What follows belongs to an exercise in optimizing a design on an open flow for small area and a short achievable clock period; a production flow would make more cautious choices. No run shown here included a check of the RTL's function; only the layout flow was run. No activity file was given, so power comes from the tool's default toggle rates.

## flow/design.v (module list and top-level ports; edited modules follow where they fit)
// module Top_Module: 990 lines
// module fa: 4 lines
// module ha: 4 lines
module Top_Module(
    input clk,
    input wire [31:0] Num1,
    input wire [31:0] Num2,
    output reg [31:0] out
);
  // ...
==> flow/run.sh <==
#!/bin/bash
# synth_recipe.tcl (not shown) runs the flow's synth.tcl, then flattens the netlist and writes it again
# the make line also repeats each setting of config.mk as NAME=value (left out here)
make -C /OpenROAD-flow-scripts/flow DESIGN_CONFIG=/design/flow/config.mk WORK_HOME=/design/flow/orfs CLKGATE_MAP_FILE= SYNTH_SCRIPT=/design/flow/synth_recipe.tcl finish
==> flow/config.mk <==
export PLATFORM = sky130hd
export DESIGN_NAME = Top_Module
export DESIGN_NICKNAME = Top_Module
export VERILOG_FILES = /design/flow/design.v
export SDC_FILE = /design/flow/constraint.sdc
export NUM_CORES = 4
export LEC_CHECK = 0
export CAP_MARGIN = 20
export CORE_MARGIN = 2
export CORE_UTILIZATION = 40
export SLEW_MARGIN = 20
export SYNTH_HIERARCHICAL = 1
export SYNTH_MINIMUM_KEEP_SIZE = 0
==> flow/constraint.sdc <==
create_clock -name core_clock -period 11.0 [get_ports {clk}]
set_input_delay 2.2000 -clock core_clock [delete_from_list [all_inputs] [get_ports {clk}]]
set_output_delay 2.2000 -clock core_clock [all_outputs]
set_load 0.01 [all_outputs]
==> impl_metrics.csv, run 1 <==
group,metric,value,unit
power_and_ir_drop,seqPwrFrac,0.211,
synth,synth_edf_count,0,
status,status,"complete, no violations",
setup_path,cp_top_family,"simple AND/OR/NAND/NOR gates",
synth,synthTopCellsByArea,"fa_1, dfxtp_1, xnor2_1, a22oi_1, ha_1",
synth,ys_warn_count,7,
placement,place_area,21900,um2
timing,finClkSkew,25.2,ps
cells_and_area,finalNetCount,2397,
cells_and_area,inverters,76,
cells_and_area,reg_top3,"r0 (48), r1 (34), out (32)",
cells_and_area,clkCellAreaFrac,0.0425,
detailed_routing,routed-wl-met2,26000,um
timing,tns,0,ps
setup_path,required,11480,ps
synth,yosysMostFrequentCell,"xnor2_1",
hold_path,hold_path_class,"reg -> reg",
cells_and_area,n_antenna_cell,0,
cts,clkTransAtPathRegs,60,ps
synth,ys_seq_area_frac,0.238,
detailed_routing,wl,58200,um
power_and_ir_drop,peakVddDrop,0.170,mV
timing,worst_pin_slew,1180,ps
synth,ys_top_cells_by_count,"xnor2_1, a22oi_1, fa_1, dfxtp_1, clkbuf_1",
setup_path,crit_cells,17,
placement,globalplace.congestion,0.880,
run,drv_cap,0,
cells_and_area,layout_common_cells,"xnor2_1, a22oi_1, fa_1",
power_and_ir_drop,p_total,0.00720,W
detailed_routing,dr_wl_met3,5730,um
setup_path,cpPeakStageDelay,1020,ps
cells_and_area,area_growth,12.6,%
synth,netlist_area,20300,um2
die,rows,82,
cells_and_area,multi_input_cells,1487,
power_and_ir_drop,power.group.top,"combinational cells",
timing,worst_slack,5490,ps
synth,synth_top_family_by_area,"adder cells",
==> run 2, diff against run 1 <==
--- a/flow/config.mk
+++ b/flow/config.mk
@@ -6,4 +6,5 @@
 export NUM_CORES = 4
 export LEC_CHECK = 0
+export ABC_CLOCK_PERIOD_IN_PS = 2500
 export CAP_MARGIN = 20
 export CORE_MARGIN = 2
==> impl_metrics.csv, run 2 <==
group,metric,value,unit
placement,io_buffers,96,
hold_path,hold_path_class,"reg -> reg",
detailed_routing,postRouteAntennaNets,0,
status,status,"complete, no violations",
setup_path,arrival,5990,ps
synth,synth_top_area_frac,0.262,
setup_path,reg2reg_depth,17,
power_and_ir_drop,p_int,0.00400,W
setup_path,cp_slowest_cell,"dfxtp_2",
hold_path,holdPathEnd,"x3[4]",
setup_path,worst-path-buf-inv,0,
setup_path,cpMostUsedCell,"nand2_1",
cts,cts_hold_buf,0,
setup_path,cp-start-kind,"register",
setup_path,ff2ff_setup_slack,5490,ps
timing,drv_slew,0,
synth,ys.flop_type,"dfxtp_1",
detailed_routing,first_pass_iters,6,
timing,period_minus_slack,5510,ps
cts,cts_max_path_buffers,3,
synth,synthMuxAreaShare,0.00721,
cells_and_area,layout_common_cells,"xnor2_1, a22oi_1, fa_1",
synth,netlist_area,20300,um2
detailed_routing,routedWlPerCell,21.8,um
cells_and_area,layout-drive-gt1-share,0.0626,
global_route,grt_max_degree,58,
cells_and_area,area_growth,12.6,%
timing,finalCritPeriodShare,0.501,
cells_and_area,largest_register_ffs,48,
run,drv_cap,0,
timing,finClkSkew,25.2,ps
timing,slew-limit-headroom,0.216,
cts,cts_root_buf,"clkbuf_16",
synth,synth_top_cell_by_area,"fa_1",
power_and_ir_drop,swShare,0.445,
hold_path,min_from,"x2[4]",
cts,cts_max_level,1,
synth,yosysMostFrequentCell,"xnor2_1",
synth,ys_seq_area_frac,0.238,
die,start_util,0.405,
cts,cts_tree,"done",
setup_path,crit_fanout,57,
setup_path,reg2reg_to,"out[19]",
cts,cts_setup_buffers,0,
setup_path,required,11480,ps
synth,synth_compound_area_frac,0.170,
timing,whs,322,ps
timing,tns,0,ps
detailed_routing,initialDrtViolationCount,1357,
global_route,grtUsageTotal,0.220,
setup_path,cp_top_family,"simple AND/OR/NAND/NOR gates",
power_and_ir_drop,comb_power_share,0.653,
cells_and_area,mostFrequentLayoutCell,"xnor2_1",
cells_and_area,finalNetCount,2397,
die,core,50200,um2
power_and_ir_drop,p_switching,0.00321,W
timing,finalSetupViolations,0,
synth,synth_edf_count,0,
global_route,grt_pass1_wl,91800,um
global_route,first_global_vias,16321,
detailed_routing,vias_per_cell,5.75,
detailed_routing,drc,0,
hold_path,hold_depth,0,
global_route,antenna_found_initial,1,
synth,ys_top_cells_by_count,"xnor2_1, a22oi_1, fa_1, dfxtp_1, clkbuf_1",
die,die-height,229,um
placement,globalplace.congestion,0.880,
detailed_routing,wl,58200,um
synth,ys_warn_count,7,
synth,synth_top_family_by_area,"adder cells",
setup_path,cpPeakStageDelay,1020,ps
setup_path,r2r-start,"p3[25]",
timing,worst_pin_slew,1180,ps
power_and_ir_drop,p_clk_frac,0.135,
cts,cts_resized,0,
die,dieArea,52600,um2
cells_and_area,final_util,0.456,
power_and_ir_drop,p_per_area,315,nW/um2
setup_path,crit_type,"reg -> reg",
power_and_ir_drop,seqPwrFrac,0.211,
synth,ys_ff_latch,242,
die,die_w,229,um
synth,syn_avg_cell_area,10.3,um2
setup_path,crit_cells,17,
synth,synth_nets,2381,
die,rows,82,
synth,synth_xor_area_frac,0.154,
timing,max_freq,182,MHz
timing,worst_slack,5490,ps
placement,pre_cts_ws,5440,ps
die,ioPinCount,97,
timing,finalHoldViolations,0,
synth,synth_cell_types,76,
cts,numCtsBuffers,26,
global_route,overflow,0,
synth,synthAdderAreaFrac,0.315,
setup_path,crit_path_cell_trace,"nand2_1, a21oi_1, and4bb_1, nand4_1, nor2_1, nor4bb_1, fa_1, ha_1, nand3_1, or2_1, xnor2_1, nor4_1, a31oi_1, nor2b_1, nor3_1, nand2_1, a2111oi_2",
cells_and_area,reg_top3,"r0 (48), r1 (34), out (32)",
detailed_routing,dr_total_vias,15363,
synth,synth-simple-area-share,0.0714,
cells_and_area,largest_register,"r0",
cts,cts.sinks,242,
setup_path,worstSetupEndpointType,"register",
cts,clock_latency,580,ps
timing,rsz0062_at_grt,"no",
cells_and_area,n_antenna_cell,0,
synth,async_flop_share,0,
power_and_ir_drop,peakVddDrop,0.170,mV
cts,clkTransAtPathRegs,60,ps
synth,synthTopCellsByArea,"fa_1, dfxtp_1, xnor2_1, a22oi_1, ha_1",
placement,place.detailed.hpwl,38600,um
power_and_ir_drop,p_leak,8.57,nW
synth,syn-instance-count,1964,
[run 2: worst max-delay path by stage]
| stage | to | start |
|---|---|---|
| 6_report | out[19] | p3[25] |
| 5_1_grt | out[19] | p3[25] |
| 4_1_cts | out[19] | p3[25] |
| 3_5_place_dp | out[19] | p3[25] |
| 3_3_place_gp | out[19] | p3[25] |
| 2_1_floorplan | r0[23] | bn[1] |
[run 2: kinds of logic (layout without fill, tap and decap cells)]
logic type               after synthesis  after routing
AO/OA/AOI/OAI                        479            479
flip-flops                           242            242
buffers and inverters                235            269
XOR/XNOR                             357            357
AND/OR/NAND/NOR                      284            284
other                                  1              1
multiplexers                          14             14
adder cells (fa/ha/maj)              352            352
[run 2: layout make-up]
type | instances | area, um2
clock buffers | 29 | 682
clock inverters | 17 | 289
fillers | 4677 | 27300
inverters | 76 | 285
multi-input cells | 1487 | 14600
flip-flops and latches | 242 | 4850
well taps | 672 | 841
repair buffers | 147 | 1340
[run 2: power groups by stage]
stage / combinational [W] / sequential (W) / clock (W)
final: 0.00471 / 0.00152 / 0.000976
after global placement: 0.00452 / 0.00153 / 0
after CTS: 0.00467 / 0.00152 / 0.000999
after global routing: 0.00530 / 0.00156 / 0.00103
after floorplan: 0.00309 / 0.00146 / 0
after detailed placement: 0.00464 / 0.00154 / 0
[run 2: per-module statistics from Yosys, one instance, submodules excluded]
module / copies in the design / flops+latches / cell area, um2
Top_Module: 1 / 242 / 14800
fa: 264 / 0 / 20.0
ha: 21 / 0 / 12.5
[run 2: worst register-to-register path, stage by stage (launching register included)]
cell       delay (ps)
dfxtp_2          1020
nand2_1           110
a21oi_1           320
and4bb_1          330
nand4_1           240
nor2_1            290
nor4bb_1          420
fa_1              300
ha_1              240
nand3_1           140
or2_1             320
xnor2_1           160
nor4_1             80
a31oi_1           180
nor2b_1            70
nor3_1            330
nand2_1           480
a2111oi_2         390
[run 2: layer usage]
metal	vias up	share of wire	global-route usage
met2	844	0.45	0.347
li1	6845	-	-
met3	130	0.099	0.0508
met4	0	0.028	0.0771
met1	7544	0.43	0.297
met5	-	0	0
[run 2: metrics by stage]
stage	instance area, um2	std cells	power (W)
after detailed placement	21900	2624	0.00618
after floorplan	20300	1964	0.00455
final	22900	2670	0.00720
after global routing	22900	2670	0.00790
after global placement	21900	2624	0.00606
after CTS	22900	2670	0.00718
==> run 3, diff against run 2 <==
==> flow/flow/run.sh (new file) <==
#!/bin/bash
# standard layout, full log kept in this folder
bash standard.sh > standard.log 2>&1
==> flow/standard.sh (new file) <==
#!/bin/bash
# synth_recipe.tcl (not shown) runs the flow's synth.tcl, then flattens the netlist and writes it again
# the make line also repeats each setting of config.mk as NAME=value (left out here)
make -C /OpenROAD-flow-scripts/flow DESIGN_CONFIG=/design/flow/config.mk WORK_HOME=/design/flow/orfs CLKGATE_MAP_FILE= SYNTH_SCRIPT=/design/flow/synth_recipe.tcl "${@:-finish}"
--- a/flow/config.mk
+++ b/flow/config.mk
@@ -6,5 +6,4 @@
 export NUM_CORES = 4
 export LEC_CHECK = 0
-export ABC_CLOCK_PERIOD_IN_PS = 2500
 export CAP_MARGIN = 20
 export CORE_MARGIN = 2
removed: flow/run.sh
==> impl_metrics.csv, run 3 <==
group,metric,value,unit
die,die-height,229,um
synth,ys_ff_latch,242,
placement,globalplace.congestion,0.880,
synth,ys_top_cells_by_count,"xnor2_1, a22oi_1, fa_1, dfxtp_1, clkbuf_1",
global_route,grt_max_degree,58,
detailed_routing,routedWlPerCell,21.8,um
power_and_ir_drop,p_per_area,315,nW/um2
cells_and_area,largest_register_ffs,48,
timing,drv_slew,0,
setup_path,crit_fanout,57,
cells_and_area,finalInstanceArea,22900,um2
cts,cts_max_level,1,
synth,netlist_area,20300,um2
synth,syn-instance-count,1964,
cts,numCtsBuffers,26,
cells_and_area,n_antenna_cell,0,
power_and_ir_drop,peakVddDrop,0.170,mV
cts,cts_root_buf,"clkbuf_16",
run,drv_cap,0,
cts,cts_max_path_buffers,3,
die,ioPinCount,97,
synth,ys.flop_type,"dfxtp_1",
setup_path,required,11480,ps
cells_and_area,reg_top3,"r0 (48), r1 (34), out (32)",
timing,slew-limit-headroom,0.216,
cts,clkTransAtPathRegs,60,ps
cells_and_area,mostFrequentLayoutCell,"xnor2_1",
global_route,grtUsageTotal,0.220,
power_and_ir_drop,p_int,0.00400,W
timing,finalCritPeriodShare,0.501,
synth,synthTopCellsByArea,"fa_1, dfxtp_1, xnor2_1, a22oi_1, ha_1",
detailed_routing,first_pass_iters,6,
timing,finalSetupViolations,0,
timing,finalHoldViolations,0,
cts,cts_hold_buf,0,
die,dieArea,52600,um2
cts,cts_setup_buffers,0,
global_route,antenna_found_initial,1,
setup_path,arrival,5990,ps
synth,synth_top_area_frac,0.262,
power_and_ir_drop,swShare,0.445,
power_and_ir_drop,p_switching,0.00321,W
detailed_routing,vias_per_cell,5.75,
cells_and_area,fillers,4677,
synth,ys_seq_area_frac,0.238,
cts,cts_resized,0,
die,start_util,0.405,
hold_path,hold_path_class,"reg -> reg",
power_and_ir_drop,p_clk_frac,0.135,
status,status,"complete, no violations",
synth,synth_nets,2381,
cells_and_area,layout_common_cells,"xnor2_1, a22oi_1, fa_1",
setup_path,crit_type,"reg -> reg",
synth,synth_top_cell_by_area,"fa_1",
die,die_w,229,um
global_route,grt_pass1_wl,91800,um
detailed_routing,wl,58200,um
cells_and_area,largest_register,"r0",
setup_path,worstSetupEndpointType,"register",
detailed_routing,dr_total_vias,15363,
setup_path,cp-start-kind,"register",
cts,clock_latency,580,ps
detailed_routing,postRouteAntennaNets,0,
timing,rsz0062_at_grt,"no",
die,rows,82,
power_and_ir_drop,comb_power_share,0.653,
synth,synth_cell_types,76,
synth,yosysMostFrequentCell,"xnor2_1",
synth,syn_avg_cell_area,10.3,um2
timing,max_freq,182,MHz
synth,ys_warn_count,7,
timing,tns,0,ps
cells_and_area,finalNetCount,2397,
power_and_ir_drop,seqPwrFrac,0.211,
timing,worst_pin_slew,1180,ps
synth,synth_edf_count,0,
placement,io_buffers,96,
placement,place_area,21900,um2
power_and_ir_drop,p_leak,8.57,nW
timing,finClkSkew,25.2,ps
timing,period_minus_slack,5510,ps
cts,cts.sinks,242,
synth,async_flop_share,0,
detailed_routing,drc,0,
cells_and_area,area_growth,12.6,%
placement,place.detailed.hpwl,38600,um
die,core,50200,um2
global_route,overflow,0,
global_route,first_global_vias,16321,
cts,cts_tree,"done",
detailed_routing,initialDrtViolationCount,1357,
cells_and_area,layout-drive-gt1-share,0.0626,
-- run 3: area by class of cell --
| type | instances | area, um2 | share of cell area |
|---|---|---|---|
| multi-input cells | 1487 | 14600 | 0.637 |
| flip-flops and latches | 242 | 4850 | 0.212 |
| repair buffers | 147 | 1340 | 0.0588 |
| well taps | 672 | 841 | 0.0368 |
| clock buffers | 29 | 682 | 0.0298 |
| clock inverters | 17 | 289 | 0.0126 |
| inverters | 76 | 285 | 0.0125 |
-- run 3: final timing paths --
path | slack [ps] | endpoint | start | cells past startpoint
worst max register to register | 5490 | out[19] | p3[25] | 17
worst min register to register | 320 | x3[4] | x2[4] | 0
worst min-delay path | 320 | x3[4] | x2[4] | 0
worst max-delay path | 5490 | out[19] | p3[25] | 17
-- run 3: power by group through the flow --
stage               sequential [W]  clock [W]  combinational [W]
finish                     0.00152   0.000976            0.00471
floorplan                  0.00146          0            0.00309
detailed placement         0.00154          0            0.00464
global placement           0.00153          0            0.00452
CTS                        0.00152   0.000999            0.00467
global route               0.00156    0.00103            0.00530
-- run 3: modules after synthesis (local to each module, per instance) --
module | times used | cell area [um2] | flip-flops and latches
ha | 21 | 12.5 | 0
fa | 264 | 20.0 | 0
Top_Module | 1 | 14800 | 242
-- run 3: cells by family (layout without fill, tap and decap cells) --
group	after synthesis	after routing	synth area share
xor gates and xnor gates	357	357	0.154
AOI/OAI and AO/OA	479	479	0.170
adders and majority gates	352	352	0.315
other	1	1	0.000185
DFF	242	242	0.238
and+or+nand+nor	284	284	0.0714
muxes	14	14	0.00721
buffers and inverters	235	269	0.0440
-- run 3: stage by stage --
| step | hold WS (ps) | cells | total power [W] | util | setup slack (ps) |
|---|---|---|---|---|---|
| 6_report | 322 | 2670 | 0.00720 | 0.456 | 5490 |
| 5_1_grt | 326 | 2670 | 0.00790 | 0.456 | 4820 |
| 4_1_cts | 324 | 2670 | 0.00718 | 0.456 | 5430 |
| 3_5_place_dp | 313 | 2624 | 0.00618 | 0.436 | 5440 |
| 3_3_place_gp | 313 | 2624 | 0.00606 | 0.436 | 5530 |
| 2_1_floorplan | 310 | 1964 | 0.00455 | - | 6680 |
-- run 3: worst max-delay path, cell delays in order (launching register included) --
cell and delay (ps):
dfxtp_2 1020, nand2_1 100, a21oi_1 320, and4bb_1 330, nand4_1 240, nor2_1 290, nor4bb_1 420, fa_1 300
ha_1 240, nand3_1 140, or2_1 320, xnor2_1 160, nor4_1 80, a31oi_1 180, nor2b_1 70, nor3_1 330
nand2_1 480, a2111oi_2 390
-- run 3: metal layers --
metal  vias up  share of wire  GRT usage
met5         -              0          0
met4         0          0.028     0.0771
met3       130          0.099     0.0508
met2       844           0.45      0.347
met1      7544           0.43      0.297
li1       6845              -          -
==> run 4, diff against run 3 <==
==> flow/flow/run.sh (replaced) <==
#!/bin/bash
# Standard layout with port buffers of a faster cell and timing repair aimed
# below the clock period (a tighter repair target; constraints unchanged).
M=${SETUP_MARGIN:-7.5}
bash standard.sh SETUP_SLACK_MARGIN=$M "BUFFER_PORTS_ARGS=-buffer_cell sky130_fd_sc_hd__buf_2" finish > standard.log 2>&1
==> impl_metrics.csv, run 4 <==
group,metric,value,unit
detailed_routing,postRouteAntennaNets,0,
die,die-height,229,um
cts,cts.sinks,242,
synth,yosysMostFrequentCell,"xnor2_1",
detailed_routing,dr_total_vias,16732,
timing,finClkSkew,17.3,ps
synth,ys_ff_latch,242,
timing,drv_slew,0,
die,rows,82,
hold_path,hold_path_class,"reg -> reg",
die,dieArea,52600,um2
die,ioPinCount,97,
cts,cts_root_buf,"clkbuf_16",
detailed_routing,routed-wl-met2,30000,um
setup_path,crit_fanout,14,
detailed_routing,routedWlPerCell,24.0,um
setup_path,reg2reg_depth,8,
setup_path,arrival,4420,ps
placement,io_buffers,96,
synth,synth_edf_count,0,
detailed_routing,met1_length,27100,um
die,core,50200,um2
detailed_routing,initialDrtViolationCount,1678,
cells_and_area,finalNetCount,2550,
setup_path,crit_cells,8,
timing,slew-limit-headroom,0.482,
global_route,grt_pass1_wl,101000,um
timing,rsz0062_at_grt,"yes",
cells_and_area,reg_top3,"r0 (48), r1 (34), out (32)",
setup_path,cp-start-kind,"register",
power_and_ir_drop,p_leak,10.3,nW
setup_path,worst-path-buf-inv,0,
detailed_routing,vias_per_cell,5.92,
timing,finalCritPeriodShare,0.354,
timing,finalHoldViolations,0,
status,status,"complete, no violations",
cts,cts_max_path_buffers,3,
cells_and_area,n_antenna_cell,0,
global_route,first_global_vias,17196,
placement,pre_cts_ws,6060,ps
cells_and_area,layout_common_cells,"xnor2_1, dfxtp_1, a22oi_1",
setup_path,reg2reg_to,"r0[23]",
synth,synth_cell_types,76,
setup_path,crit_type,"reg -> reg",
cells_and_area,largest_register,"r0",
synth,ys_top_cells_by_count,"xnor2_1, a22oi_1, fa_1, dfxtp_1, clkbuf_1",
synth,synthTopCellsByArea,"fa_1, dfxtp_1, xnor2_1, a22oi_1, ha_1",
synth,async_flop_share,0,
placement,globalplace.congestion,0.865,
timing,max_freq,256,MHz
power_and_ir_drop,p_per_area,296,nW/um2
setup_path,critPathLaunch,"ma[21]",
global_route,overflow,0,
run,drv_cap,0,
timing,worst_pin_slew,771,ps
setup_path,crit_path_cell_trace,"a22oi_2, xnor2_1, fa_2, fa_2, fa_2, fa_2, fa_2, fa_2",
cells_and_area,final_util,0.532,
synth,synth_top_area_frac,0.262,
detailed_routing,highest_layer,"met5",
power_and_ir_drop,p_int,0.00443,W
setup_path,ff2ff_setup_slack,7100,ps
setup_path,required,11520,ps
synth,ys_warn_count,7,
cts,clkTransAtPathRegs,60,ps
hold_path,hold_depth,0,
detailed_routing,first_pass_iters,7,
setup_path,cpMostUsedCell,"fa_2",
cells_and_area,area_growth,31.4,%
setup_path,r2r-start,"ma[21]",
synth,syn-instance-count,1964,
detailed_routing,drc,0,
cells_and_area,mostFrequentLayoutCell,"xnor2_1",
placement,dp.cells,2624,
power_and_ir_drop,comb_power_share,0.691,
die,start_util,0.405,
synth,syn_avg_cell_area,10.3,um2
synth,netlist_area,20300,um2
synth,ys.flop_type,"dfxtp_1",
global_route,antenna_found_initial,1,
cts,cts_tree,"done",
power_and_ir_drop,p_switching,0.00346,W
cts,cts_max_level,1,
timing,tns,0,ps
cts,numCtsBuffers,27,
cells_and_area,layout-drive-gt1-share,0.333,
synth,ys_seq_area_frac,0.238,
setup_path,crit_end,"r0[23]",
power_and_ir_drop,peakVddDrop,0.268,mV
detailed_routing,dr_wl_met3,7060,um
timing,period_minus_slack,3900,ps
global_route,grtUsageTotal,0.248,
timing,finalSetupViolations,0,
setup_path,cp_slowest_cell,"fa_2",
synth,synth_top_cell_by_area,"fa_1",
die,die_w,229,um
setup_path,cp_top_family,"adder cells",
setup_path,cpPeakStageDelay,560,ps
global_route,grt_max_degree,29,
hold_path,min_from,"x2[8]",
cts,cts_hold_buf,0,
cells_and_area,final_cells,2825,
synth,synth_nets,2381,
detailed_routing,wl,67700,um
setup_path,worstSetupEndpointType,"register",
cts,clock_latency,580,ps
power_and_ir_drop,seqPwrFrac,0.192,
timing,worst_slack,7100,ps
power_and_ir_drop,p_clk_frac,0.117,
cells_and_area,largest_register_ffs,48,
placement,place.detailed.hpwl,39100,um
power_and_ir_drop,swShare,0.439,
run 4: cell counts after synthesis:
Identical to the previous run, type by type.
run 4: worst reg2reg max path: cells and delay by family, from the launching register on:
kind,cells,cell delay [ps]
fa+ha+maj,6,2870
flops,1,530
xor+xnor,1,290
compound gates,1,160
run 4: how the worst min path moves through the flow:
stage,end,slack [ps]
after detailed placement,x3[8],310
after global placement,s3,310
final,x3[8],330
after floorplan,n3,310
after global routing,x3[6],330
after CTS,x3[8],330
run 4: kinds of logic after synthesis:
group,count (synthesis),share of synthesized area
flip-flops,242,0.238
adder cells (fa/ha/maj),352,0.315
XOR/XNOR,357,0.154
multiplexers,14,0.00721
AO/OA/AOI/OAI,479,0.170
AND/OR/NAND/NOR,284,0.0714
other,1,0.000185
buffers and inverters,235,0.0440
run 4: per-stage QoR:
stage / hold slack [ps] / total power [W] / cell area, um2
CTS: 326 / 0.00752 / 25600
global placement: 311 / 0.00603 / 21700
detailed placement: 312 / 0.00614 / 21700
global route: 329 / 0.00853 / 26700
finish: 326 / 0.00790 / 26700
floorplan: 310 / 0.00467 / 21100
run 4: modules after synthesis, one instance, submodules excluded:
module,cells,copies in the design,flops+latches,cell area (um2)
Top_Module,1679,1,242,14800
fa,1,264,0,20.0
ha,1,21,0,12.5
run 4: area by class of cell:
class	count	area [um2]
Multi-Input combinational cell	1491	16100
Fill cell	4135	23500
Sequential cell	242	4970
Clock buffer	35	746
Inverter	76	288
Clock inverter	14	178
Timing Repair Buffer	295	3530
Tap cell	672	841
run 4: power by group through the flow:
stage / Combinational, W / Clock (W) / Sequential (W)
after floorplan: 0.00321 / 0 / 0.00146
after CTS: 0.00506 / 0.000949 / 0.00151
after detailed placement: 0.00462 / 0 / 0.00152
final: 0.00546 / 0.000928 / 0.00151
after global placement: 0.00452 / 0 / 0.00151
after global routing: 0.00599 / 0.000992 / 0.00155
run 4: layer usage:
metal / global-route usage / up-vias
met4: 0.118 / 2
met2: 0.385 / 1058
met3: 0.0583 / 247
met5: 0.00735 / -
li1: - / 7190
met1: 0.327 / 8235
run 4: timing repair:
| item | CTS | global route |
|---|---|---|
| pin swaps | 75 | 79 |
| setup endpoints to repair | 78 | 63 |
| gates resized for setup | 358 | 136 |
| hold endpoints to repair | 0 | 0 |
| cloned | 33 | 4 |
| setup buffers | 72 | 43 |

==> port drivers added, routing unchanged <==
Ports are ideal in the flow. The routed layouts listed here were re-timed in OpenROAD.
Step 1 sets driving cells, clkbuf_16 on the clock port and buf_2 on the other inputs (assumed; they add their load-dependent delay and slew).
Step 2 adds t to the input delays and takes it off the output delays; t is the mean of the earliest and latest rising clock arrival at the registers after step 1. Input paths then give back, and output paths get back, about the clock's delay inside the block.
a / b / c = ideal ports / drivers / drivers and shift; a / b = the first two.
| run | t (ns) | setup slack, ns | pins driven straight from the clock port |
|---|---|---|---|
| run 1 | 0.618 | 5.493 / 5.493 / 5.493 | 1 |
| run 2 | 0.618 | 5.493 / 5.493 / 5.493 | 1 |
| run 3 | 0.618 | 5.493 / 5.493 / 5.493 | 1 |
| run 4 | 0.630 | 7.101 / 7.101 / 7.101 | 1 |
After both steps setup and hold are still met in every run listed.
